What follows belongs to an exercise in optimizing a design on an open flow for small area, a short achievable clock period and few clock cycles per item; a production flow would make more cautious choices. Only simulation tests tie the RTL to the original design; equivalence was not proved. Power and IR drop assume default switching activity.

==> flow/design.v (outline; a module is shown in full before it is edited, if it fits) <==
// module booth: 2617 lines
module booth(clk, rst, inp, mtpr, mtpd, done, adds, subs, prod);
  // ...
==> flow/flow/run.sh <==
#!/bin/bash
# The standard layout (standard.sh) with two changes:
#  - synthesis runs Yosys's synth with -noabc, so the early "abc -fast" does not remap the
#    generated adder trees before extract_fa; the full adders then come out without the
#    inverters that the remapped polarity needs. Everything else in the synthesis script
#    (synth_recipe.tcl, ORFS synth.tcl, flatten, renaming) is unchanged, so are the registers.
#  - the port buffers that global placement inserts are sky130_fd_sc_hd__buf_4 instead of
#    the delay cell buffer_ports picks by default.
# Each tool's output goes to its own log in this folder (make's to flow_make.log; ORFS
# keeps per-step logs under orfs/logs).
set -euo pipefail
here=$(pwd)
sed 's/yosys synth -nofsm -noshare /yosys synth -nofsm -noshare -noabc /' synth_recipe.tcl > my_synth.tcl
grep -q -- '-noabc' my_synth.tcl
sed "s#SYNTH_SCRIPT=[^ ]*#SYNTH_SCRIPT=$here/my_synth.tcl#" standard.sh > my_standard.sh
grep -q "SYNTH_SCRIPT=$here/my_synth.tcl" my_standard.sh
export BUFFER_PORTS_ARGS="-buffer_cell sky130_fd_sc_hd__buf_4"
bash my_standard.sh > flow_make.log 2>&1
==> flow/standard.sh <==
#!/bin/bash
# synth_recipe.tcl (not shown) runs the flow's synth.tcl, then flattens the netlist and writes it again
# the make line also repeats each setting of config.mk as NAME=value (left out here)
make -C /OpenROAD-flow-scripts/flow DESIGN_CONFIG=/design/flow/config.mk WORK_HOME=/design/flow/orfs CLKGATE_MAP_FILE= SYNTH_SCRIPT=/design/flow/synth_recipe.tcl "${@:-finish}"
==> flow/config.mk <==
export PLATFORM = sky130hd
export DESIGN_NAME = booth
export DESIGN_NICKNAME = booth
export VERILOG_FILES = /design/flow/design.v
export SDC_FILE = /design/flow/constraint.sdc
export NUM_CORES = 4
export LEC_CHECK = 0
export ABC_AREA = 1
export CAP_MARGIN = 20
export CORE_MARGIN = 2
export CORE_UTILIZATION = 40
export PLACE_DENSITY = 0.6
export SETUP_SLACK_MARGIN = 1.1
export SLEW_MARGIN = 20
==> flow/constraint.sdc <==
create_clock -name core_clock -period 6.0 [get_ports {clk}]
set_input_delay 1.2000 -clock core_clock [delete_from_list [all_inputs] [get_ports {clk}]]
set_output_delay 1.2000 -clock core_clock [all_outputs]
set_load 0.01 [all_outputs]
==> impl_metrics.csv, run 1 <==
group,metric,value,unit
routing,drt_iter0_drc,2411,
yosys,synth_top_area_frac,0.3361,
place,dp_slack,222.6,ps
cells_and_area,mostFrequentLayoutCells,"xor2_1, o22ai_1, fa_1, nand2_1, buf_4",
timing,max_slew_margin,0.4129,
yosys,ys_seq_area_frac,0.1448,
pwr,p_int,9.660,mW
cells_and_area,largest_class,"multi-input gates",
floorplan,die_width,264.6,um
setup_path,path_buf_inv,2,
yosys,ys_async_sr_fraction,0,
setup_path,crit_path_start_kind,"input port",
cells_and_area,seq_share,0.1313,
cells_and_area,buf_share,0.07946,
timing,post-route-period-util,0.8111,
cells_and_area,multi_input_area_share,0.7043,
pwr,pg_seq,2.62,mW
pwr,leakagePower,12.79,nW
setup_path,cp_slowest_cell,"inv_1",
yosys,synth-adder-area-share,0.3877,
yosys,synth_compound_area_frac,0.1320,
cells_and_area,layout.area.seq,0.003934,sq mm
timing,whs,1128,ps
timing,worst_pin_slew,871.4,ps
cells_and_area,insertedDiodeCount,2,
yosys,ys.flop_type,"edfxtp_1",
pwr,finalPower,18.99,mW
place,gp_congestion,0.9659,
yosys,synth.area.mux_share,0.0004146,
cells_and_area,nMultiInputCombCells,2175,
pwr,peakVddDrop,0.4085,mV
pwr,power_leader,"combinational cells",
setup_path,arrival,5100,ps
status,status,"timing/DRC/antenna clean",
Testbench counts, summed over its fixed seeds: cycles 2,400, items 2,400.
==> run 2: changes to the inputs <==
--- a/flow/config.mk
+++ b/flow/config.mk
@@ -10,5 +10,5 @@
 export CORE_MARGIN = 2
 export CORE_UTILIZATION = 40
 export PLACE_DENSITY = 0.6
-export SETUP_SLACK_MARGIN = 1.1
+export SETUP_SLACK_MARGIN = 0.9
 export SLEW_MARGIN = 20
==> run 2 against run 1 <==
  * Total power decreased by 1.0%
  * Critical endpoint unchanged
  * Clock power decreased by 6%
  * Synthesized cell count unchanged
  * Wire length decreased by 2.9%
  * First-iteration DRC count decreased by 14%
  * Global-route usage decreased by 0.73 points
  * Largest cell class unchanged
  * Still clean on timing, DRC and antenna
  * Via count decreased by 1.0%
  * Count of clock-buffer cells in the layout increased by 1
  * Critical path type unchanged
  * Setup slack got worse by 140 ps
==> impl_metrics.csv, run 2 <==
group,metric,value,unit
status,status,"timing/DRC/antenna clean",
cells_and_area,largest_register_ffs,126,
pwr,combPwrFrac,0.803,
yosys,synth-seq-cells,131,
setup_path,arrival,5250,ps
timing,max_slew_margin,0.4180,
clock_tree,cts.sinks,131,
timing,rsz0062_at_grt,"no",
floorplan,num_rows,95,
setup_path,critPathMostFrequentCell,"fa_1",
pwr,swShare,0.4912,
yosys,ys_async_sr_fraction,0,
clock_tree,cts_tree,"built",
place,placement.io_buffers,137,
floorplan,ios,144,
global_route,use_met1,0.3342,
floorplan,core_area,0.06716,sq mm
yosys,yosys_warnings,1,
setup_path,worstSetupPathType,"in2reg",
flow_run,maxCapViolCount,0,
setup_path,cp_slowest_stage_delay,550,ps
floorplan,fp.dieH,264.6,um
place,dp_slack,242.8,ps
place,gp_congestion,0.9985,
global_route,use_met2,0.3986,
clock_tree,cts_buffer_depth,2,
floorplan,die_width,264.6,um
timing,post-route-period-util,0.8345,
setup_path,cpLargestDelayFamily,"adder cells",
clock_tree,path_clk_slew,60,ps
cells_and_area,regMostFlops,"q",
yosys,synth_top_cells_by_count,"xor2_1, o22ai_1, fa_1",
clock_tree,numCtsBuffers,17,
place,dpl.cell_count,3659,
timing,fin_setup_tns,0,ps
place,dpl.hpwl,66790,um
timing,period_minus_slack,5007,ps
worst_hold_path,hold_path.class,"in2reg",
cells_and_area,multi_input_area,0.02098,sq mm
pwr,p_int,9.565,mW
yosys,yosysMostFrequentCell,"xor2_1",
routing,drt_iter0_drc,2080,
cells_and_area,fin_util,0.4406,
routing,route.detailed.drc,0,
yosys,yosysTopAreaCell,"fa_1",
cells_and_area,fillerInstances,6294,
yosys,netlist_area,0.02716,sq mm
cells_and_area,final_common_cell,"xor2_1",
setup_path,path_max_fanout,17,
pwr,finalPower,18.80,mW
pwr,leakagePower,12.76,nW
routing,first_pass_iters,5,
pwr,seq_power_share,0.139,
routing,num_vias,21990,
global_route,busiest_layer,"met2",
yosys,ys_seq_area_frac,0.1448,
timing,drv_slew,0,
cells_and_area,syn_to_final_growth,8.941,%
yosys,ys.flop_type,"edfxtp_1",
setup_path,path_cells,"buf_4, inv_1, o21ai_4, o22ai_1, xor2_1, fa_1, fa_1, fa_1, fa_1, fa_1, ha_1",
pwr,peakVddDrop,0.4735,mV
setup_path,path_buf_inv,2,
pwr,clockPowerShare,0.057,
cells_and_area,final_cells,3697,
routing,wire_per_inst,24.01,um
setup_path,end_kind,"flop",
yosys,synth_top_area_frac,0.3361,
routing,postRouteAntennaNets,0,
timing,hold_viol_final,0,
setup_path,cp_slowest_cell,"fa_1",
global_route,grt_pass1_vias,22930,
cells_and_area,mostFrequentLayoutCells,"xor2_1, o22ai_1, fa_1, nand2_1, buf_4",
yosys,synth_area_leaders,"fa_1, xor2_1, edfxtp_1, o22ai_1, ha_1",
cells_and_area,nets,3445,
timing,worst_pin_slew,872.0,ps
yosys,ys_types,40,
global_route,grt_max_degree,72,
clock_tree,root_buffer,"clkbuf_16",
cells_and_area,layout.area.seq,0.003934,sq mm
cells_and_area,drive_gt1_frac,0.1272,
routing,vias_per_cell,5.948,
floorplan,initial_utilization,0.4044,
clock_tree,htreeDepth,4,
pwr,power-per-cell-area,635.3,mW/mm^2
yosys,postSynthCellCount,2839,
global_route,gr-usage-all-layers,0.2589,
global_route,met3_usage,0.07051,
pwr,p_sw,9.235,mW
timing,timing.final.ws_setup,993.2,ps
timing,setup_viol,0,
global_route,grt_pass1_wl,138100,um
cells_and_area,reg_top3,"q: 126 flops, half: 4 flops, sgn: 1 flops",
timing,fmax,199.7,MHz
routing,finalWirelength,88780,um
setup_path,worstPathRequired,6240,ps
global_route,antenna_found_initial,3,
yosys,synth_edf_count,131,
floorplan,dieArea,0.07000,sq mm
setup_path,crit_path_start_kind,"input port",
global_route,grt_overflow,0,
yosys,avgSynthCellArea,9.567,sq um
-- run 2: layer usage --
| layer | part of all wire | vias up |
|---|---|---|
| met5 | 0.00030 | - |
| met2 | 0.45 | 1409 |
| li1 | - | 9378 |
| met3 | 0.11 | 274 |
| met4 | 0.054 | 4 |
| met1 | 0.39 | 10920 |
-- run 2: repair_timing --
item,in CTS,in global routing
endpoints found under the hold margin,0,0
resized for setup,1,12
setup buffers,0,5
pin swaps,0,2
hold buffers,0,0
endpoints found under the setup margin,20,32
-- run 2: through the flow --
step           area [sq um]  hold slack, ps
6_report              29590            1123
5_1_grt               29590            1122
4_1_cts               29490            1086
3_5_place_dp          28890            1627
3_3_place_gp          28890            1629
2_1_floorplan         27170            1299
-- run 2: worst paths after layout --
path	startpoint	end	slack, ps	depth (start not counted)
setup / recovery	mtpd[7]	q[57]	990	11
hold / removal	mtpr[30]	sgn	1120	1
-- run 2: area by class of cell --
| class | count | area share |
|---|---|---|
| Multi-Input combinational cell | 2174 | 0.7090 |
| Sequential cell | 131 | 0.1329 |
| Timing Repair Buffer | 278 | 0.07472 |
| Tap cell | 873 | 0.03691 |
| Inverter | 208 | 0.02639 |
| Clock buffer | 18 | 0.01450 |
| Clock inverter | 14 | 0.005497 |
| Antenna cell | 1 | 0.00008457 |
-- run 2: logic make-up after synthesis --
| logic type | after synthesis | synth area share |
|---|---|---|
| other cells | 2 | 0.0002765 |
| buf+inv | 536 | 0.08674 |
| flops | 131 | 0.1448 |
| fa+ha+maj | 568 | 0.3877 |
| simple gates | 474 | 0.07297 |
| mux | 1 | 0.0004146 |
| compound gates | 584 | 0.1320 |
| xor+xnor | 543 | 0.1751 |
-- run 2: power by group through the flow --
stage / registers (mW) / logic [mW] / clock network [mW]
final: 2.62 / 15.1 / 1.08
after global routing: 2.67 / 17.3 / 1.14
after CTS: 2.62 / 15.3 / 1.11
after detailed placement: 2.64 / 15.2 / 0
after global placement: 2.63 / 14.9 / 0
after floorplan: 2.59 / 11.2 / 0
==> run 3: changes to the inputs <==
--- a/flow/config.mk
+++ b/flow/config.mk
@@ -10,5 +10,5 @@
 export CORE_MARGIN = 2
 export CORE_UTILIZATION = 40
 export PLACE_DENSITY = 0.6
-export SETUP_SLACK_MARGIN = 0.9
+export SETUP_SLACK_MARGIN = 1.2
 export SLEW_MARGIN = 20
==> run 3 against run 2 <==
  * Critical path depth stayed put
  * Sequential power about the same
  * Area after synthesis stayed put
  * Wire length rose by 2.4%
  * Synthesized cell count unchanged
  * Die area did not move
  * Final cell count up 0.49%
  * Sequential share of layout area is 0.32 points lower
  * Maximum frequency is 4.5% higher
  * Count of clock-buffer cells in the layout unchanged
  * Clock power down 5%
  * Cell area up 2.5%
  * Largest cell class unchanged
==> impl_metrics.csv, run 3 <==
group,metric,value,unit
pwr,power-per-cell-area,622.3,mW/mm^2
clock_tree,root_buffer,"clkbuf_16",
timing,worst_pin_slew,898.4,ps
cells_and_area,final_common_cell,"xor2_1",
timing,fmax,208.7,MHz
routing,wire_per_inst,24.46,um
setup_path,end_kind,"flop",
setup_path,worstSetupPathType,"in2reg",
yosys,yosys_warnings,1,
timing,post-route-period-util,0.7987,
setup_path,arrival,5020,ps
timing,fin_setup_tns,0,ps
flow_run,maxCapViolCount,0,
cells_and_area,reg_top3,"q: 126 flops, half: 4 flops, sgn: 1 flops",
clock_tree,numCtsBuffers,17,
routing,num_vias,22180,
cells_and_area,mostFrequentLayoutCells,"xor2_1, o22ai_1, fa_1, nand2_1, buf_4",
yosys,synth_top_cells_by_count,"xor2_1, o22ai_1, fa_1",
yosys,synth-seq-cells,131,
pwr,finalPower,18.87,mW
timing,hold_viol_final,0,
pwr,leakagePower,12.87,nW
floorplan,ios,144,
clock_tree,cts.sinks,131,
global_route,antenna_found_initial,3,
yosys,ys_seq_area_frac,0.1448,
cells_and_area,largest_register_ffs,126,
timing,whs,970.9,ps
setup_path,path_max_fanout,15,
setup_path,worstPathRequired,6220,ps
floorplan,num_rows,95,
status,status,"timing/DRC/antenna clean",
place,placement.io_buffers,137,
setup_path,endpoint,"q[81]",
place,dpl.hpwl,66570,um
place,gp_congestion,0.9754,
worst_hold_path,min_delay_path_depth,1,
yosys,synth_top_area_frac,0.3361,
yosys,ys_async_sr_fraction,0,
yosys,postSynthCellCount,2839,
routing,route.detailed.drc,0,
timing,drv_slew,0,
yosys,ys_types,40,
yosys,netlist_area,0.02716,sq mm
worst_hold_path,hold_path.class,"in2reg",
yosys,ys.flop_type,"edfxtp_1",
cells_and_area,nets,3462,
timing,setup_viol,0,
pwr,peakVddDrop,0.4546,mV
clock_tree,cts_tree,"built",
timing,timing.final.ws_setup,1208,ps
clock_tree,htreeDepth,4,
floorplan,die_width,264.6,um
cells_and_area,drive_gt1_frac,0.1613,
timing,rsz0062_at_grt,"no",
clock_tree,path_clk_slew,60,ps
global_route,grt_overflow,0,
floorplan,initial_utilization,0.4044,
floorplan,core_area,0.06716,sq mm
yosys,yosysMostFrequentCell,"xor2_1",
timing,period_minus_slack,4792,ps
setup_path,crit_path_start_kind,"input port",
routing,drt_iter0_drc,2630,
place,dp_slack,437.2,ps
timing,max_slew_margin,0.4011,
setup_path,crit_start,"mtpr[22]",
cells_and_area,regMostFlops,"q",
clock_tree,cts_buffer_depth,2,
cells_and_area,syn_to_final_growth,11.63,%
floorplan,fp.dieH,264.6,um
global_route,gr-usage-all-layers,0.2583,
routing,finalWirelength,90880,um
floorplan,dieArea,0.07000,sq mm
yosys,yosysTopAreaCell,"fa_1",
yosys,synth_edf_count,131,
yosys,avgSynthCellArea,9.567,sq um
routing,postRouteAntennaNets,0,
global_route,grt_pass1_vias,23100,
routing,first_pass_iters,8,
routing,vias_per_cell,5.971,
global_route,grt_pass1_wl,137900,um
global_route,grt_max_degree,69,
yosys,synth_area_leaders,"fa_1, xor2_1, edfxtp_1, o22ai_1, ha_1",
## run 3: timing repair
| item | CTS | global route |
|---|---|---|
| setup endpoints to repair | 47 | 73 |
| pin swaps | 1 | 11 |
| hold buffers | 0 | 0 |
| gates cloned | 0 | 5 |
| gates resized for setup | 10 | 85 |
| setup buffers | 0 | 27 |
## run 3: cell type report
type	instances	area [sq um]
fill	6255	36840
multi-input combinational	2174	21260
sequential	131	3934
timing repair buffer	295	2624
tap	873	1092
inverter	208	835.8
clock buffer	18	429.2
clock inverter	13	137.6
antenna	3	7.507
## run 3: worst min-delay path by stage
stage          startpoint   end  slack [ps]
5_1_grt           mtpd[1]  q[1]         950
6_report          mtpd[1]  q[1]         970
3_3_place_gp      mtpd[1]  q[1]        1440
4_1_cts           mtpd[1]  q[1]         910
2_1_floorplan     mtpd[1]  q[1]        1300
3_5_place_dp      mtpd[1]  q[1]        1440
## run 3: power by group
part / internal (mW) / leakage (nW) / switching (mW) / total, mW
Clock: 0.605 / 0.274 / 0.424 / 1.03
Combinational: 6.61 / 11.3 / 8.61 / 15.2
Sequential: 2.42 / 1.28 / 0.202 / 2.62
## run 3: critical path, stage by stage
cell and delay (ps):
buf_4 130, clkinvlp_4 380, buf_4 350, o22ai_1 200
xor2_1 210, fa_1 510, fa_1 430, fa_2 400
fa_1 470, fa_1 440, ha_1 300
## run 3: cells by family (layout without fill, tap and decap cells)
logic type	after synthesis	count (layout)	share of synthesized area
and+or+nand+nor	474	474	0.07297
adders and majority gates	568	568	0.3877
buffers and inverters	536	534	0.08674
other	2	7	0.0002765
muxes	1	1	0.0004146
xor gates and xnor gates	543	543	0.1751
DFF	131	131	0.1448
AOI/OAI and AO/OA	584	584	0.1320
## run 3: routing by layer
| metal | vias up | global-route usage | share of wire |
|---|---|---|---|
| met4 | 2 | 0.1043 | 0.036 |
| li1 | 9417 | - | - |
| met1 | 11070 | 0.3423 | 0.40 |
| met2 | 1446 | 0.3983 | 0.45 |
| met5 | - | 0.02633 | 0.00076 |
| met3 | 252 | 0.07041 | 0.11 |
## run 3: metrics by stage
stage / instance area [sq um] / cells / util
4_1_cts: 29580 / 3680 / 0.4404
3_3_place_gp: 28970 / 3649 / 0.4313
2_1_floorplan: 27460 / 2841 / -
5_1_grt: 30320 / 3715 / 0.4515
6_report: 30320 / 3715 / 0.4515
3_5_place_dp: 28970 / 3649 / 0.4313
==> run 4: changes to the inputs <==
--- a/flow/config.mk
+++ b/flow/config.mk
@@ -10,5 +10,5 @@
 export CORE_MARGIN = 2
 export CORE_UTILIZATION = 40
 export PLACE_DENSITY = 0.6
-export SETUP_SLACK_MARGIN = 1.2
+export SETUP_SLACK_MARGIN = 1.5
 export SLEW_MARGIN = 20
==> run 4 against run 3 <==
  * Synthesized cell count unchanged
  * Final cell count grew 0.51%
  * Area after synthesis is the same
  * Combinational power grew 13%
  * Sequential cell count unchanged
  * Wire length increased by 5.7%
  * Die area unchanged
  * Non-clock buffer count increased by 14
  * Setup slack improved by 290 ps
==> impl_metrics.csv, run 4 <==
group,metric,value,unit
setup_path,worstPathRequired,6230,ps
place,placement.io_buffers,137,
place,dpl.hpwl,63110,um
timing,drv_slew,0,
cells_and_area,regMostFlops,"q",
clock_tree,cts.sinks,131,
floorplan,num_rows,95,
setup_path,path_max_fanout,7,
yosys,synth_area_leaders,"fa_1, xor2_1, edfxtp_1, o22ai_1, ha_1",
cells_and_area,final_common_cell,"xor2_1",
timing,setup_viol,0,
global_route,grt_max_degree,62,
routing,route.detailed.drc,0,
setup_path,cpLargestDelayFamily,"adder cells",
timing,max_slew_margin,0.4687,
global_route,grt_overflow,0,
global_route,gr-usage-all-layers,0.2628,
pwr,peakVddDrop,0.3645,mV
cells_and_area,syn_to_final_growth,19.44,%
clock_tree,root_buffer,"clkbuf_16",
global_route,grt_pass1_wl,140600,um
setup_path,path_cells,"buf_12, clkinv_8, nor2_4, o21ai_4, buf_12, clkbuf_16, o22ai_2, xor2_1, fa_1, fa_2, fa_2, fa_2, fa_1",
status,status,"timing/DRC/antenna clean",
yosys,postSynthCellCount,2839,
clock_tree,path_clk_slew,60,ps
yosys,yosys_warnings,1,
yosys,yosysTopAreaCell,"fa_1",
timing,fin_setup_tns,0,ps
timing,hold_viol_final,0,
routing,wire_per_inst,25.72,um
clock_tree,htreeDepth,4,
floorplan,initial_utilization,0.4044,
cells_and_area,reg_top3,"q: 126 flops, half: 4 flops, sgn: 1 flops",
setup_path,crit_path_start_kind,"input port",
global_route,antenna_found_initial,2,
floorplan,fp.dieH,264.6,um
clock_tree,cts_buffer_depth,2,
setup_path,cp_slowest_cell,"fa_1",
pwr,leakagePower,13.31,nW
routing,postRouteAntennaNets,0,
setup_path,end_kind,"flop",
pwr,power-per-cell-area,642.7,mW/mm^2
setup_path,arrival,4730,ps
yosys,yosysMostFrequentCell,"xor2_1",
worst_hold_path,hold_path.class,"in2reg",
setup_path,critPathMostFrequentCell,"fa_2",
setup_path,worstSetupPathType,"in2reg",
floorplan,dieArea,0.07000,sq mm
routing,first_pass_iters,6,
yosys,synth_top_area_frac,0.3361,
routing,finalWirelength,96050,um
yosys,ys.flop_type,"edfxtp_1",
yosys,netlist_area,0.02716,sq mm
yosys,avgSynthCellArea,9.567,sq um
setup_path,path_buf_inv,4,
yosys,synth_top_cells_by_count,"xor2_1, o22ai_1, fa_1",
setup_path,cp_slowest_stage_delay,600,ps
yosys,synth-seq-cells,131,
yosys,ys_seq_area_frac,0.1448,
timing,period_minus_slack,4506,ps
timing,worst_pin_slew,796.9,ps
global_route,grt_pass1_vias,23710,
cells_and_area,mostFrequentLayoutCells,"xor2_1, o22ai_1, fa_1, nand2_1, buf_4",
flow_run,maxCapViolCount,0,
yosys,ys_types,40,
cells_and_area,largest_register_ffs,126,
timing,rsz0062_at_grt,"yes",
timing,fmax,221.9,MHz
clock_tree,numCtsBuffers,17,
routing,vias_per_cell,6.073,
routing,num_vias,22680,
yosys,ys_async_sr_fraction,0,
floorplan,ios,144,
routing,drt_iter0_drc,2592,
cells_and_area,nets,3484,
yosys,synth_edf_count,131,
floorplan,die_width,264.6,um
place,gp_congestion,0.9041,
clock_tree,cts_tree,"built",
place,dpl.cell_count,3616,
floorplan,core_area,0.06716,sq mm
cells_and_area,insertedDiodeCount,0,
cells_and_area,drive_gt1_frac,0.2600,
timing,post-route-period-util,0.7510,
cells_and_area,final_cells,3734,
==> run 4: cell counts after synthesis <==
No cell type changed its count.
==> run 4: metal layers <==
| layer | global-route usage | wire length [um] |
|---|---|---|
| met5 | 0 | 26 |
| met4 | 0.1341 | 5836 |
| met3 | 0.07515 | 10930 |
| met2 | 0.4070 | 42570 |
| met1 | 0.3358 | 36690 |
==> run 4: power by group <==
part | switching [mW] | leakage, nW | internal [mW]
Combinational | 9.36 | 11.7 | 7.74
Sequential | 0.197 | 1.28 | 2.42
Clock | 0.418 | 0.299 | 0.725
==> run 4: cell families (layout without fill, tap and decap cells) <==
kind of cell,after synthesis,count (layout),share of synthesized area
muxes,1,2,0.0004146
AOI/OAI and AO/OA,584,585,0.1320
xor gates and xnor gates,543,543,0.1751
buffers and inverters,536,552,0.08674
adders and majority gates,568,568,0.3877
DFF,131,131,0.1448
other,2,4,0.0002765
and+or+nand+nor,474,476,0.07297
==> run 4: final cells by class <==
type	instances	area (sq um)
Timing Repair inverter	4	27.53
Clock buffer	19	432.9
Sequential cell	131	3934
Timing Repair Buffer	309	3138
Multi-Input combinational cell	2178	22750
Clock inverter	12	187.7
Fill cell	6018	34720
Tap cell	873	1092
Inverter	208	883.3
==> run 4: final timing paths <==
path	startpoint	endpoint	cells after the start
worst max-delay path	mtpd[15]	q[88]	13
worst min-delay path	inp	q[80]	1
==> run 4: stage by stage <==
stage / setup WS (ps) / hold WS, ps / power (mW) / util / instance area (sq um)
finish: 1494 / 1155 / 20.85 / 0.4831 / 32440
global route: 1444 / 1156 / 23.32 / 0.4831 / 32440
CTS: 1500 / 1105 / 19.94 / 0.4593 / 30850
detailed placement: 348.6 / 1629 / 18.53 / 0.4393 / 29500
global placement: 429.3 / 1636 / 18.21 / 0.4392 / 29490
floorplan: 1303 / 1299 / 14.52 / - / 28900
==> run 4: what timing repair did <==
action | 4_1_cts | 5_1_grt
setup buffers | 29 | 32
hold buffers | 0 | 0
endpoints found under the setup margin | 108 | 73
gates cloned | 6 | 20
gates resized for setup | 74 | 163
pin swaps | 6 | 60
==> run 5: changes to the inputs <==
--- a/flow/config.mk
+++ b/flow/config.mk
@@ -10,5 +10,5 @@
 export CORE_MARGIN = 2
 export CORE_UTILIZATION = 40
 export PLACE_DENSITY = 0.6
-export SETUP_SLACK_MARGIN = 1.5
+export SETUP_SLACK_MARGIN = 1.3
 export SLEW_MARGIN = 20
==> run 5 against run 4 <==
  * First-iteration DRC count down 5.1%
  * Setup slack worse by 160 ps
  * Count of clock-buffer cells in the layout down 2
  * Hold slack worse by 39 ps
  * Combinational power down 8%
  * Core utilization down 3.0 points
  * Non-clock buffer count down 22
  * Sequential cell count unchanged
  * Die area unchanged
  * Wire length down 8.2%
  * Critical path depth down 1
  * Sequential power about the same
  * Largest power group unchanged
==> impl_metrics.csv, run 5 <==
group,metric,value,unit
yosys,yosysTopAreaCell,"fa_1",
global_route,grt_pass1_vias,22600,
pwr,peakVddDrop,0.3382,mV
yosys,synth_top_cells_by_count,"xor2_1, o22ai_1, fa_1",
routing,route.detailed.drc,0,
timing,setup_viol,0,
yosys,yosys_warnings,1,
pwr,seq_power_share,0.135,
pwr,swShare,0.4877,
place,gp_congestion,0.9243,
clock_tree,htreeDepth,4,
setup_path,path_cells,"buf_4, inv_1, buf_4, o22ai_1, xor2_1, fa_2, inv_1, fa_1, fa_2, fa_2, fa_1, ha_1",
routing,postRouteAntennaNets,0,
timing,rsz0062_at_grt,"yes",
worst_hold_path,min_delay_path_depth,1,
global_route,use_met2,0.4021,
routing,finalWirelength,88220,um
yosys,ys.flop_type,"edfxtp_1",
yosys,synth_area_leaders,"fa_1, xor2_1, edfxtp_1, o22ai_1, ha_1",
global_route,antenna_found_initial,3,
status,status,"timing/DRC/antenna clean",
global_route,grt_max_degree,67,
timing,period_minus_slack,4666,ps
routing,vias_per_cell,5.881,
setup_path,path_buf_inv,4,
timing,hold_viol_final,0,
pwr,combPwrFrac,0.813,
pwr,leakagePower,12.80,nW
setup_path,worstSetupPathType,"in2reg",
cells_and_area,syn_to_final_growth,12.07,%
floorplan,num_rows,95,
clock_tree,path_clk_slew,60,ps
timing,fin_setup_tns,0,ps
cells_and_area,fin_util,0.4533,
clock_tree,cts.sinks,131,
global_route,use_met1,0.3421,
setup_path,critPathMostFrequentCell,"fa_2",
timing,post-route-period-util,0.7777,
setup_path,cp_slowest_stage_delay,580,ps
pwr,p_int,9.955,mW
timing,fmax,214.3,MHz
cells_and_area,reg_top3,"q: 126 flops, half: 4 flops, sgn: 1 flops",
floorplan,ios,144,
clock_tree,postCtsHoldBufs,0,
place,placement.io_buffers,137,
clock_tree,cts_buffer_depth,2,
setup_path,worstPathRequired,6220,ps
yosys,synth_top_area_frac,0.3361,
cells_and_area,nets,3457,
global_route,met3_usage,0.05741,
setup_path,crit_path_start_kind,"input port",
yosys,postSynthCellCount,2839,
cells_and_area,largest_register_ffs,126,
global_route,grt_pass1_wl,135600,um
cells_and_area,fin_area,0.03044,sq mm
floorplan,core_area,0.06716,sq mm
floorplan,dieArea,0.07000,sq mm
yosys,synth-seq-cells,131,
flow_run,maxCapViolCount,0,
yosys,netlist_area,0.02716,sq mm
pwr,p_sw,9.477,mW
setup_path,end_kind,"flop",
floorplan,initial_utilization,0.4044,
timing,max_slew_margin,0.4291,
global_route,grt_overflow,0,
routing,num_vias,21810,
routing,first_pass_iters,5,
cells_and_area,mostFrequentLayoutCells,"xor2_1, o22ai_1, fa_1, nand2_1, buf_4",
place,dpl.hpwl,65010,um
clock_tree,numCtsBuffers,17,
pwr,finalPower,19.43,mW
timing,drv_slew,0,
clock_tree,root_buffer,"clkbuf_16",
yosys,ys_async_sr_fraction,0,
pwr,power-per-cell-area,638.4,mW/mm^2
setup_path,cp_slowest_cell,"fa_2",
setup_path,path_max_fanout,32,
setup_path,cpLargestDelayFamily,"adder cells",
cells_and_area,drive_gt1_frac,0.1888,
worst_hold_path,min_to,"q[10]",
clock_tree,cts_tree,"built",
global_route,gr-usage-all-layers,0.2533,
setup_path,arrival,4890,ps
place,postPlaceCellArea,0.02903,sq mm
routing,wire_per_inst,23.79,um
timing,worst_pin_slew,856.3,ps
yosys,ys_types,40,
worst_hold_path,worstHoldStart,"inp",
yosys,yosysMostFrequentCell,"xor2_1",
floorplan,fp.dieH,264.6,um
global_route,busiest_layer,"met2",
pwr,clockPowerShare,0.053,
cells_and_area,regMostFlops,"q",
yosys,ys_seq_area_frac,0.1448,
yosys,avgSynthCellArea,9.567,sq um
worst_hold_path,hold_path.class,"in2reg",
routing,drt_iter0_drc,2459,
cells_and_area,final_common_cell,"xor2_1",
yosys,synth_edf_count,131,
floorplan,die_width,264.6,um
run 5: worst max-delay path by stage:
stage	startpoint	end	slack, ps	cells past startpoint
after floorplan	mtpd[5]	q[78]	1220	13
after global placement	mtpd[19]	q[54]	530	12
after detailed placement	mtpd[19]	q[54]	540	12
after CTS	mtpd[9]	q[54]	1300	12
after global routing	mtpr[20]	q[75]	1250	11
final	mtpr[28]	q[78]	1330	12
run 5: power groups by stage:
stage / Combinational, mW / Clock [mW] / Sequential (mW)
after floorplan: 11.5 / 0 / 2.59
after global placement: 15.1 / 0 / 2.62
final: 15.8 / 1.02 / 2.61
after CTS: 16.0 / 1.06 / 2.62
after global routing: 18.0 / 1.09 / 2.67
after detailed placement: 15.4 / 0 / 2.64
run 5: cell type report:
| cell class | instances | area [sq um] |
|---|---|---|
| clock inverters | 14 | 140.1 |
| inverters | 208 | 834.6 |
| clock buffers | 17 | 425.4 |
| repair buffers | 287 | 2449 |
| flip-flops and latches | 131 | 3934 |
| fillers | 6259 | 36720 |
| diodes | 1 | 2.502 |
| multi-input cells | 2177 | 21560 |
| well taps | 873 | 1092 |
run 5: layer usage:
layer	share of wire	vias up
li1	-	9438
met1	0.40	11050
met2	0.46	1137
met3	0.10	175
met4	0.033	2
met5	0.00015	-
run 5: repair_timing:
| item | 4_1_cts | 5_1_grt |
|---|---|---|
| gates cloned | 2 | 2 |
| setup buffers | 3 | 26 |
| setup endpoints to repair | 96 | 82 |
| pin swaps | 2 | 9 |
| gates resized for setup | 34 | 83 |
run 5: kinds of logic after synthesis:
| group | count (synthesis) | share of synthesized area |
|---|---|---|
| adders and majority gates | 568 | 0.3877 |
| buffers and inverters | 536 | 0.08674 |
| xor gates and xnor gates | 543 | 0.1751 |
| AOI/OAI and AO/OA | 584 | 0.1320 |
| DFF | 131 | 0.1448 |
| and+or+nand+nor | 474 | 0.07297 |
| other | 2 | 0.0002765 |
| muxes | 1 | 0.0004146 |
run 5: stage by stage:
stage,hold WS [ps],setup WS (ps),std cells
2_1_floorplan,1299,1217,2841
3_3_place_gp,1606,530.4,3643
3_5_place_dp,1613,538.2,3643
4_1_cts,1079,1298,3679
5_1_grt,1104,1248,3708
6_report,1116,1334,3708

==> port drivers added, routing unchanged <==
The flow's constraints put no driver on any port. The routed layouts listed below were extracted and timed again, unchanged, in two steps.
Step 1 sets driving cells, clkbuf_16 on the clock port and buf_2 on the other inputs (assumed; they add their load-dependent delay and slew).
Step 2 also shifts input and output timing later by t, the mid clock arrival at the registers, as if the neighbouring blocks saw the same clock.
Slacks: ideal ports / drivers / drivers and shift; pairs: ideal ports / drivers.
run | t, ns | setup slack, ns | worst setup path after step 2 | clock arrival spread, ns | worst register clock-pin slew, ns
run 1 | 0.555 | 1.133 / 1.084 / 0.528 | input to register | 0.029 / 0.029 | 0.09 / 0.09
run 2 | 0.550 | 0.993 / 0.841 / 0.291 | input to register | 0.012 / 0.012 | 0.06 / 0.06
run 3 | 0.541 | 1.208 / 1.144 / 0.603 | input to register | 0.017 / 0.016 | 0.07 / 0.07
run 4 | 0.556 | 1.494 / 1.425 / 0.869 | input to register | 0.031 / 0.031 | 0.07 / 0.07
run 5 | 0.537 | 1.334 / 1.302 / 0.765 | input to register | 0.028 / 0.028 | 0.07 / 0.07
After both steps every run listed still meets setup and hold. The setup slack of run 2, which loses most, moves by -0.152 ns with the drivers and by -0.702 ns with both steps.
